What follows belongs to an exercise in optimizing a design on an open flow for small area; a production flow would make more cautious choices. The RTL was checked by simulation tests, not by an equivalence proof against the original design. Power figures rest on the tool's default switching activity, not on a simulated workload.

$ cat flow/design.v
`timescale 1ns / 1ps
module clk_divider(
	input clk_in,
	input rst,
	input [2:0] hit,
	output reg divided_clk,
	output tick
    );
parameter [24:0] toggle_value = 25'd400;
parameter [20:0] step_value = 21'd40;
reg[24:0] cnt;
wire wrap = (cnt == (toggle_value - (hit * step_value)));
assign tick = wrap && !divided_clk;
always@(posedge clk_in or posedge rst)
begin
	if (rst==1) begin
		cnt <= 0;
		divided_clk <= 0;
	end
	else begin
		if (wrap) begin
			cnt <= 0;
			divided_clk <= ~divided_clk;
		end
		else begin
			cnt <= cnt +1;
			divided_clk <= divided_clk;
		end
	end
end
endmodule
`timescale 1ns / 1ps
module debouncer1(
    input clk,
    input reset,
    input button_push,
    output reg clean
    );
    reg [19:0] deb_count;
    reg output_exist;
    parameter top_count=14'd20;
    reg [19:0] n_deb_count;
    reg n_clean;
    reg n_output_exist;
    always @(*) begin
        n_deb_count = deb_count;
        n_clean = clean;
        n_output_exist = output_exist;
        if (button_push == 1) begin
            if (n_output_exist == 0) begin
                if (n_deb_count != top_count)
                    n_deb_count = n_deb_count + 16'd1;
            end
            else begin
                n_clean = 0;
            end
        end
        else begin
            n_clean = 0;
            n_deb_count = 0;
            n_output_exist = 0;
        end
        if (n_deb_count == top_count) begin
            n_clean = 1;
            n_output_exist = 1;
            n_deb_count = 0;
        end
    end
    always @(posedge clk) begin
        if (reset) begin
            deb_count <= 0;
            clean <= 0;
            output_exist <= 0;
        end else begin
            deb_count <= n_deb_count;
            clean <= n_clean;
            output_exist <= n_output_exist;
        end
    end
endmodule
`timescale 1ns / 1ps
module mov_ball(
    input clk,
    input slow_tick,
    input reset,
    input button1,
    input button2,
    input squash_switch,
    output reg [15:0] led,
    output reg [1:0] player1_score,
    output reg [1:0] player2_score,
    output reg [2:0] hit,
    output reg [2:0] player1_match_score,
    output reg [2:0] player2_match_score
    );
    reg [2:0] hit_wire;
    reg [3:0] state;
    reg direction;
    reg [1:0] serving_player;
    reg [1:0] missed_player;
    reg [1:0] temp_player1_score;
    reg [1:0] temp_player2_score;
    reg button1_pressed;
    reg button2_pressed;
    reg [25:0] button_counter;
    reg [2:0] temp_match_score_p1;
    reg [2:0] temp_match_score_p2;
    reg [2:0] player1_pen_count;
    reg [2:0] player2_pen_count;
    parameter SERVE = 4'b0001,
              PLAY = 4'b0010,
              UPDATE_SCORE = 4'b0011,
              PENALTY = 4'b0100;
    parameter [25:0] PRESS_WINDOW = 26'd1000;
    reg n_b1p, n_b2p;
    reg [25:0] n_bcnt;
    always @(*) begin
        n_b1p = button1_pressed;
        n_b2p = button2_pressed;
        n_bcnt = button_counter;
        if((button1 == 1) && !n_b1p)
            n_b1p = 1;
        else if((button2 == 1) && !n_b2p)
            n_b2p = 1;
        if(n_bcnt >= PRESS_WINDOW) begin
            n_b1p = 0;
            n_b2p = 0;
            n_bcnt = 26'd0;
        end
        else begin
            if(n_b1p == 1 || n_b2p == 1)
                n_bcnt = n_bcnt + 1;
        end
    end
    always @(posedge clk) begin
        if(reset == 1) begin
            button1_pressed <= 0;
            button2_pressed <= 0;
            button_counter <= 0;
        end
        else begin
            button1_pressed <= n_b1p;
            button2_pressed <= n_b2p;
            button_counter <= n_bcnt;
        end
    end
    reg [15:0] n_led;
    reg [3:0] n_state;
    reg n_direction;
    reg [1:0] n_serving_player;
    reg [1:0] n_missed_player;
    reg [1:0] n_t1s, n_t2s;
    reg [1:0] n_p1s, n_p2s;
    reg [2:0] n_hit_wire, n_hit;
    reg [2:0] n_tm1, n_tm2;
    reg [2:0] n_p1m, n_p2m;
    reg [2:0] n_pc1, n_pc2;
    reg clr_pc1, clr_pc2;
    always @(*) begin
        n_led = led;
        n_state = state;
        n_direction = direction;
        n_serving_player = serving_player;
        n_missed_player = missed_player;
        n_t1s = temp_player1_score;
        n_t2s = temp_player2_score;
        n_p1s = player1_score;
        n_p2s = player2_score;
        n_hit_wire = hit_wire;
        n_hit = hit;
        n_tm1 = temp_match_score_p1;
        n_tm2 = temp_match_score_p2;
        n_p1m = player1_match_score;
        n_p2m = player2_match_score;
        n_pc1 = player1_pen_count;
        n_pc2 = player2_pen_count;
        clr_pc1 = 0;
        clr_pc2 = 0;
        if(squash_switch == 1) begin
            n_serving_player = 2'b10;
            if (n_pc2 == 3'b000) begin
                n_led = 16'b0000000000000001;
                n_pc2 = 3'b001;
                n_direction = 1;
            end
            else begin
                if(button2_pressed == 1 && n_led[0] == 1) begin
                    n_tm2 = n_tm2 + 1;
                    n_hit_wire = n_hit_wire + 1;
                    n_direction = ~n_direction;
                end
                if(n_direction == 0)
                    n_led = n_led << 1;
                if(n_led[15] == 1)
                    n_direction = ~n_direction;
                if(n_direction == 1)
                    n_led = n_led >> 1;
            end
            n_p2m = n_tm2;
            n_hit = n_hit_wire;
        end
        else begin
            case(state)
                SERVE: begin
                    if(serving_player == 2'b01)
                        n_led = 16'b1000000000000000;
                    else if(serving_player == 2'b10)
                        n_led = 16'b0000000000000001;
                    if(button1_pressed == 1) begin
                        n_direction = 0;
                        n_state = PLAY;
                    end
                    else if(button2_pressed == 1) begin
                        n_direction = 1;
                        n_state = PLAY;
                    end
                    n_pc1 = 3'b000;
                    n_pc2 = 3'b000;
                end
                PLAY: begin
                    if(n_direction == 1)
                        n_led = n_led << 1;
                    else
                        n_led = n_led >> 1;
                    if(n_led[15] == 1 && button1_pressed == 1) begin
                        n_direction = ~n_direction;
                        n_state = PLAY;
                        n_hit_wire = n_hit_wire + 1;
                        n_hit = n_hit_wire;
                        clr_pc1 = 1;
                    end
                    else if(n_led[15] == 0 && button1_pressed == 1) begin
                        if(n_pc1 < 3'b011) begin
                            n_pc1 = n_pc1 + 3'b001;
                            n_state = PLAY;
                        end
                        else begin
                            n_missed_player = 2'b01;
                            n_serving_player = 2'b01;
                            n_state = UPDATE_SCORE;
                            clr_pc1 = 1;
                            clr_pc2 = 1;
                        end
                    end
                    else if(n_led[15] == 1 && button1_pressed == 0) begin
                        n_missed_player = 2'b01;
                        clr_pc1 = 1;
                        clr_pc2 = 1;
                        n_state = UPDATE_SCORE;
                    end
                    if(n_led[0] == 1 && button2_pressed == 1) begin
                        n_direction = ~n_direction;
                        n_state = PLAY;
                        n_hit_wire = n_hit_wire + 1;
                        n_hit = n_hit_wire;
                        clr_pc2 = 1;
                        clr_pc1 = 1;
                    end
                    else if(n_led[0] == 0 && button2_pressed == 1) begin
                        if(n_pc2 < 3'b011) begin
                            n_pc2 = n_pc2 + 3'b001;
                            n_state = PLAY;
                        end
                        else begin
                            n_missed_player = 2'b10;
                            n_serving_player = 2'b10;
                            n_state = UPDATE_SCORE;
                            clr_pc2 = 1;
                            clr_pc1 = 1;
                        end
                    end
                    else if(n_led[0] == 1 && button2_pressed == 0) begin
                        n_missed_player = 2'b10;
                        clr_pc2 = 1;
                        clr_pc1 = 1;
                        n_state = UPDATE_SCORE;
                    end
                end
                UPDATE_SCORE: begin
                    n_pc1 = 3'b000;
                    n_pc2 = 3'b000;
                    if(missed_player == 2'b01) begin
                        n_t2s = n_t2s + 1;
                        n_state = SERVE;
                        if(n_t2s == 3) begin
                            n_tm2 = n_tm2 + 1;
                            n_t2s = 0;
                            n_t1s = 0;
                            n_p2m = n_tm2;
                        end
                    end
                    else if(missed_player == 2'b10) begin
                        n_t1s = n_t1s + 1;
                        n_state = SERVE;
                        if(n_t1s == 3) begin
                            n_tm1 = n_tm1 + 1;
                            n_t1s = 0;
                            n_t2s = 0;
                            n_p1m = n_tm1;
                        end
                    end
                    if(serving_player == 2'b01)
                        n_serving_player = 2'b10;
                    else
                        n_serving_player = 2'b01;
                    n_p1s = n_t1s;
                    n_p2s = n_t2s;
                end
                default: ;
            endcase
        end
        if(clr_pc1) n_pc1 = 3'b000;
        if(clr_pc2) n_pc2 = 3'b000;
    end
    always @(posedge clk or posedge reset) begin
        if(reset) begin
            state <= SERVE;
            led <= 16'b0000000000000001;
            direction <= 1'b0;
            serving_player <= 2'b10;
            temp_player1_score <= 2'b00;
            temp_player2_score <= 2'b00;
            player1_score <= 2'b00;
            player2_score <= 2'b00;
            player1_match_score <= 3'b000;
            player2_match_score <= 3'b000;
            temp_match_score_p1 <= 3'b000;
            temp_match_score_p2 <= 3'b000;
            hit_wire <= 3'b000;
            hit <= 3'b000;
            player1_pen_count <= 3'b000;
            player2_pen_count <= 3'b000;
        end
        else if(slow_tick) begin
            state <= n_state;
            led <= n_led;
            direction <= n_direction;
            serving_player <= n_serving_player;
            temp_player1_score <= n_t1s;
            temp_player2_score <= n_t2s;
            player1_score <= n_p1s;
            player2_score <= n_p2s;
            player1_match_score <= n_p1m;
            player2_match_score <= n_p2m;
            temp_match_score_p1 <= n_tm1;
            temp_match_score_p2 <= n_tm2;
            hit_wire <= n_hit_wire;
            hit <= n_hit;
            player1_pen_count <= n_pc1;
            player2_pen_count <= n_pc2;
        end
    end
    always @(posedge clk) begin
        if(!reset && slow_tick)
            missed_player <= n_missed_player;
    end
endmodule
`timescale 1ns / 1ps
module SevenSegmentLED(clk,rst,AN_In,C_In,AN_Out,C_Out);
input clk,rst;
input [55:0] C_In;
input [7:0] AN_In;
output reg [7:0] AN_Out;
output reg [6:0] C_Out;
reg [2:0] LEDCounter;
reg [16:0] clkCounter;
reg slowClk;
parameter TOGGLE = 17'd10;
wire slow_tick = !slowClk && (clkCounter != TOGGLE) && (clkCounter > TOGGLE/2);
always @ (posedge clk or posedge rst)
begin
    if(rst)
    begin
        AN_Out <= 0;
        C_Out <= 0;
        LEDCounter <= 0;
    end
    else if(slow_tick)
    begin
        LEDCounter <= LEDCounter + 1;
        AN_Out <= ~((8'd1 << LEDCounter)&AN_In);
        C_Out <= ~C_In[LEDCounter*7+:7];
    end
end
always @ (posedge clk or posedge rst)
begin
    if(rst)
    begin
        clkCounter <= 0;
        slowClk <= 0;
    end
    else
    begin
        if(clkCounter == TOGGLE)
        begin
            slowClk <= 0;
            clkCounter <= 0;
        end
        else if(clkCounter > TOGGLE/2)
        begin
            slowClk <= 1;
            clkCounter <= clkCounter + 1;
        end
        else
        begin
            slowClk <= 0;
            clkCounter <= clkCounter + 1;
        end
    end
end
endmodule
`timescale 1ns / 1ps
module SevenLEDDemo(clk,rst,player1_score, player2_score, player1_match_score, player2_match_score, squash_switch, AN_Out,C_Out);
input clk,rst;
input [1:0] player1_score;
input [1:0] player2_score;
input [2:0] player1_match_score;
input [2:0] player2_match_score;
input squash_switch;
output [7:0] AN_Out;
output [6:0] C_Out;
reg [7:0] AN_In; 
reg [55:0] C_In;
reg [4:0] condition;
parameter NUM_0 = 7'b0111111,
          NUM_1 = 7'b0000110, 
          NUM_2 = 7'b1011011,
          NUM_3 = 7'b1001111,
          NUM_4 = 7'b1100110,
          NUM_5 = 7'b1101101,
          NUM_6 = 7'b1111101,
          NUM_7 = 7'b1100111,
          NUM_8 = 7'b1111111,
          NUM_9 = 7'b1100111,
          CHAR_P = 7'b1110011;
reg [6:0] p1_match_variable, p2_match_variable;
reg [6:0] p1_score_variable, p2_score_variable;
reg [6:0] p1_win_p_variable, p2_win_p_variable;
reg normal_or_winning;
SevenSegmentLED SevenSegmentLED(.clk(clk),.rst(rst),.AN_In(AN_In),.C_In(C_In),.AN_Out(AN_Out),.C_Out(C_Out));
always @ (posedge clk or posedge rst)
begin
    if(rst)
    begin
        AN_In <= 8'h0;
        C_In <= 56'h0;
        C_In <= {NUM_0, 7'd0, NUM_0, 7'd0, 7'd0, NUM_0, 7'd0, NUM_0};
    end
    else begin
        if(squash_switch == 1) begin
            if(player2_match_score == 3'b000) begin
                p2_match_variable = NUM_0;
            end
            else if(player2_match_score == 3'b001) begin
                p2_match_variable = NUM_1;
            end
            else if(player2_match_score == 3'b010) begin
                p2_match_variable = NUM_2;
            end
            else if(player2_match_score == 3'b011) begin
                p2_match_variable = NUM_3;
            end
            else if(player2_match_score == 3'b100) begin
                p2_match_variable = NUM_4;
            end
            else if(player2_match_score == 3'b101) begin
                p2_match_variable = NUM_5;
            end
            else if(player2_match_score == 3'b110) begin
                p2_match_variable = NUM_6;
            end
            else if(player2_match_score == 3'b111) begin
                p2_match_variable = NUM_7;
            end
            AN_In <= 8'b11100111;
            C_In <= {7'd0, 7'd0, 7'd0, 7'd0, 7'd0, 7'd0, p2_match_variable, 7'd0};
        end
        else begin
            if(player1_match_score == 3'b011 || player2_match_score == 3'b011) begin
        if(player1_match_score == 3'b011) begin
            AN_In <= 8'b11100111;
            C_In <= {7'd0,CHAR_P,NUM_1,7'd0,7'd0, 7'd0,7'd0,7'd0};
        end
        else if(player2_match_score == 3'b011) begin
            AN_In <= 8'b11100111;
            C_In <= {7'd0,7'd0,7'd0,7'd0,7'd0, CHAR_P,NUM_2,7'd0};
        end
    end
    else begin 
        if(player1_match_score == 3'b000) begin
            p1_match_variable = 7'b0111111;  
        end
        else if(player1_match_score == 3'b001) begin
            p1_match_variable = 7'b0000110;  
        end
        else if(player1_match_score == 3'b010) begin
            p1_match_variable = 7'b1011011;
        end
        if(player2_match_score == 3'b000) begin
            p2_match_variable = 7'b0111111;  
        end
        else if(player2_match_score == 3'b001) begin
            p2_match_variable = 7'b0000110;  
        end
        else if(player2_match_score == 3'b010) begin
            p2_match_variable = 7'b1011011;
        end
        if(player1_score == 2'b00) begin 
            p1_score_variable = 7'b0111111;  
        end
        else if(player1_score == 2'b01) begin
            p1_score_variable = 7'b0000110;
        end
        else if(player1_score == 2'b010) begin
            p1_score_variable = NUM_2;
        end
        if(player2_score == 2'b00) begin 
            p2_score_variable = 7'b0111111;  
        end
        else if(player2_score == 2'b01) begin
            p2_score_variable = 7'b0000110;
        end
        else if(player2_score == 2'b010) begin
            p2_score_variable = NUM_2;
        end
        AN_In <= 8'b11100111;
        C_In <= {p1_match_variable,7'd0,p1_score_variable,7'd0,7'd0, p2_score_variable,7'd0,p2_match_variable};
    end
            end
        end
end
endmodule
`timescale 1ns / 1ps
module top_module(clk, reset, led, player1_button, player2_button, squash_switch, AN_Out, C_Out);
    input clk;
    input reset;
    input player1_button;
    input player2_button;
    input squash_switch;
    output wire [15:0] led;
    output [7:0] AN_Out;
    output [6:0] C_Out;
    wire divided_clk_output;
    wire slow_tick;
    wire player1_wire_output;
    wire player2_wire_output;
    wire [1:0] player1_score_wire;
    wire [1:0] player2_score_wire;
    wire [2:0] hit_wire;
    wire [2:0] player1_match_score_wire;
    wire [2:0] player2_match_score_wire;
    clk_divider c1(.clk_in(clk), .rst(reset), .hit(hit_wire), .divided_clk(divided_clk_output), .tick(slow_tick));
    mov_ball m1(.clk(clk), .slow_tick(slow_tick), .reset(reset), .button1(player1_wire_output), .button2(player2_wire_output), .squash_switch(squash_switch), .led(led), .player1_score(player1_score_wire), .player2_score(player2_score_wire), .hit(hit_wire), .player1_match_score(player1_match_score_wire), .player2_match_score(player2_match_score_wire));
    debouncer1 d2(.clk(clk), .reset(reset), .button_push(player1_button), .clean(player1_wire_output));
    debouncer1 d3(.clk(clk), .reset(reset), .button_push(player2_button), .clean(player2_wire_output));
    SevenLEDDemo s1(.clk(clk), .rst(reset), .player1_score(player1_score_wire), .player2_score(player2_score_wire), .player1_match_score(player1_match_score_wire), .player2_match_score(player2_match_score_wire), .squash_switch(squash_switch), .AN_Out(AN_Out), .C_Out(C_Out));
endmodule
$ cat flow/run.sh
#!/bin/bash
# synth_recipe.tcl (not shown) runs the flow's synth.tcl, then flattens the netlist and writes it again
# the make line also repeats each setting of config.mk as NAME=value (left out here)
make -C /OpenROAD-flow-scripts/flow DESIGN_CONFIG=/design/flow/config.mk WORK_HOME=/design/flow/orfs CLKGATE_MAP_FILE= SYNTH_SCRIPT=/design/flow/synth_recipe.tcl finish
$ cat flow/config.mk
export PLATFORM = sky130hd
export DESIGN_NAME = top_module
export DESIGN_NICKNAME = top_module
export VERILOG_FILES = /design/flow/design.v
export SDC_FILE = /design/flow/constraint.sdc
export NUM_CORES = 4
export LEC_CHECK = 0
export CAP_MARGIN = 20
export CORE_MARGIN = 2
export CORE_UTILIZATION = 40
export SLEW_MARGIN = 20
$ cat flow/constraint.sdc
create_clock -name core_clock -period 10.0 [get_ports {clk}]
set_input_delay 2.0000 -clock core_clock [delete_from_list [all_inputs] [get_ports {clk}]]
set_output_delay 2.0000 -clock core_clock [all_outputs]
set_load 0.01 [all_outputs]
==> qor.txt <==
result of the run: no timing/DRC/antenna violations
Syn Inst Count: 1,364
Inserted Diodes: 0
antenna violations before repair: 0
hold_sp: m1.button_counter[9]
Detail Placement HPWL: 18,000 um
Synth area leaders: dfrtp_1, dfxtp_1, edfxtp_1
final worst slack: 5.56 ns
Total GRT Usage: 16.3%
number of clock sinks: 243
initial detailed-routing violation count: 519
filler cell count: 3,050
layout cells sized above 1: 8.86%
FFs w/ async S/R, synth: 58.0%
level count of the clock H-tree: 1
worst setup slack for register-to-register paths: 5.95 ns
length of the first detailed-routing pass in iterations: 5
die area: 33,400 um^2
transition time at the pin with the least slew margin: 0.978 ns
Std-Cell Core Area: 31,600 um^2
max_slew headroom: 34.8%
detailed-route wire length: 26,600 um
setup-violating endpoint count in the final report: 0
Syn Area/Cell: 9.38 um^2
number of nets with antenna violations after detailed routing: 0
cell count after placement: 1,752
smallest hold slack: 0.469 ns
most used cell along the critical path: buf_4
final period utilization: 44.4%
max frequency: 225 MHz
CTS Hold Bufs: 0
master of the slowest instance on the critical path: buf_4
clock edge transition at the registers on the reported setup and hold paths: 0.06 ns
cells along the critical path: clkdlybuf4s50_1 -> buf_4 -> inv_6 -> buf_4 -> nand2_1 -> a41oi_1 -> nor2b_1
top cells by instance count after synthesis: nor2_1, nand2_1, dfrtp_1
Post-CTS Setup Bufs: 0
Clock Skew: 0.00986 ns
Post-synth top flop: dfrtp_1
Total Power: 2.43 mW
EDFF count, synth: 30
placement row count: 65
insertion delay of the later-clocked pin in the worst-skew pair: 0.53 ns
cell chosen for the clock root: clkbuf_16
Worst Path Max Fanout: 92
largest net degree at the start of global routing: 93
startpoint class of the critical path: primary input
number of buffers on the longest clock path: 3
min-delay worst type: reg -> reg
final sum of negative setup slack: 0 ns
via count of the first global-routing pass: 9,331
post-DR vias/cell: 5.37
top cell type by total area after synthesis: dfrtp_1
start of the worst register-to-register path: m1.hit[0]
Area Overhead vs Synth: 12.8%
sequential fraction of the synthesis area: 46.2%
Final nets: 1,424
Starting Density: 40.5%
critical path's top delay family: buffers and inverters
worst min-delay path endpoint: m1.button_counter[9]
gp weighted congestion: 0.845
# resized after CTS: 0
Worst R2R Path Depth: 12
wire length of the first global-routing pass: 46,100 um
number of max-slew violations in the final report: 0
total gr overflow: 0
endpoint class of the critical path: flop
pre-CTS setup slack: 4.80 ns
Seq cells post-synth: 243
routed via count: 9,668
hold-critical path depth: 2
fin crit period: 4.44 ns
cell area after placement: 13,500 um^2
final core utilization: 45.7%
Netlist Area Pre-Place: 12,800 um^2
distinct cell type count of the synthesized netlist: 79
type of the worst setup path: in -> reg
final instance count without filler cells: 1,801
hold violation total from the final report: 0
area fraction of the dominant cell type after synthesis: 22.3%
required time worst endpoint: 10.46 ns
drc violations: 0
signal arrival time at the worst endpoint: 4.91 ns
slowest stage delay, CP: 0.70 ns
most common cell in the netlist: nor2_1
chip width: 183 um
I/O pin count: 36
routed wirelength normalized by instance count: 14.8 um
TritonCTS clock tree: done
number of maximum-capacitance constraint violations: 0
Port Buf Inserts: 35
Post-Layout Inst Area: 14,400 um^2
unrepaired setup endpoints after global routing: false
Static Leakage: 5.74 nW
pwr dens: 168 nW/um^2
warnings from Yosys: 5
Vert. Die Dim: 183 um
capture instance of the worst register-to-register path: m1.player2_match_score[1]
worst IR drop on VDD: 0.142 mV
number of buffers inserted during clock tree synthesis: 27
Buf+Inv Stages, Crit Path: 4
## worst max-delay path by stage
stage                     start              end  slack, ns  cells after the start
after floorplan           reset  d3.deb_count[4]       4.01                      4
after global placement    reset  d3.deb_count[4]       4.88                      7
after detailed placement  reset  d3.deb_count[4]       4.80                      7
after CTS                 reset  d3.deb_count[4]       5.38                      7
after global routing      reset  d3.deb_count[4]       5.12                      7
final                     reset  d3.deb_count[4]       5.56                      7
## layer usage
layer,track usage (%),wire length (um),vias up
li1,-,-,4838
met1,22.6,12700,4607
met2,26.9,12400,176
met3,2.08,887,47
met4,4.22,636,0
met5,0,0,-
## area by class of cell
cell class	instances	area, um^2	share of cell area, %
multi-input cells	1017	6480	45.0
flip-flops and latches	243	5900	40.9
clock buffers	37	753	5.22
well taps	402	503	3.49
repair buffers	41	395	2.74
clock inverters	12	191	1.33
inverters	49	189	1.31
## registers in the layout (all words and copies together), names as in the netlist, 3 cells and up
register                       flops
m1.button_counter                 26
d3.deb_count                      20
m1.led                            16
m1.player2_match_score             3
s1.p2_score_variable               7
s1.SevenSegmentLED.clkCounter     17
m1.temp_match_score_p1             3
s1.SevenSegmentLED.C_Out           7
s1.SevenSegmentLED.AN_Out          7
c1.cnt                            25
s1.p2_match_variable               7
m1.hit_wire                        3
s1.p1_match_variable               7
s1.p1_score_variable               7
d2.deb_count                      20
m1.hit                             3
s1.SevenSegmentLED.LEDCounter      3
m1.player2_pen_count               3
s1.C_In                           36
m1.player1_pen_count               3
## cells by family after synthesis
family          count (synthesis)  share of synthesized area (%)
simple gates                  525                           20.8
compound gates                288                           14.7
flops                         243                           46.2
buf+inv                       119                           3.63
xor+xnor                      100                           6.85
mux                            47                           3.94
fa+ha+maj                      40                           3.91
other cells                     2                         0.0587
## worst min-delay path: stages, from the launching register on
cell and delay [ns]:
dfxtp_1 0.32, nor2_1 0.04, nor2_1 0.07
## where the power goes
group          total [mW]  leakage (nW)  internal (mW)  switching [mW]
registers            1.12          2.57           1.05          0.0711
logic               0.260          2.72          0.123           0.136
clock network        1.05         0.453          0.654           0.392
## cell usage in the layout (no fill, tap or decap), types with 15 or more instances in the layout
cell type and instances:
a21oi_1 102, and3_1 29, clkbuf_16 27, clkdlybuf4s50_1 35, conb_1 17, dfrtp_1 114, dfstp_2 27, dfxtp_1 72
edfxtp_1 30, ha_1 40, inv_1 48, mux2_2 19, mux2i_1 26, nand2_1 115, nand3_1 50, nand4_1 22
nor2_1 158, nor2b_1 18, nor3_1 32, nor4_1 16, o21a_1 22, o21ai_0 60, o221ai_1 15, xnor2_1 46
xor2_1 54

[separate check: timing with driven ports]
The flow's constraints put no driver on any port. The routed layout listed below was extracted and timed again, unchanged, in two steps. Step 1 assumes that a clkbuf_16 drives the clock port and a buf_2 every other input. Step 2 also shifts input and output timing later by t, the mid clock arrival at the registers, as if the neighbouring blocks saw the same clock. a / b / c = ideal / step 1 / step 2; a / b = the first two.
t, ns: 0.569
setup slack, ns: 5.557 / 5.585 / 5.016
hold slack, ns: 0.469 / 0.469 / 0.469
After both steps setup and hold are still met in this run. For this run, drivers alone change the setup slack by +0.028 ns; drivers and shift together by -0.541 ns.
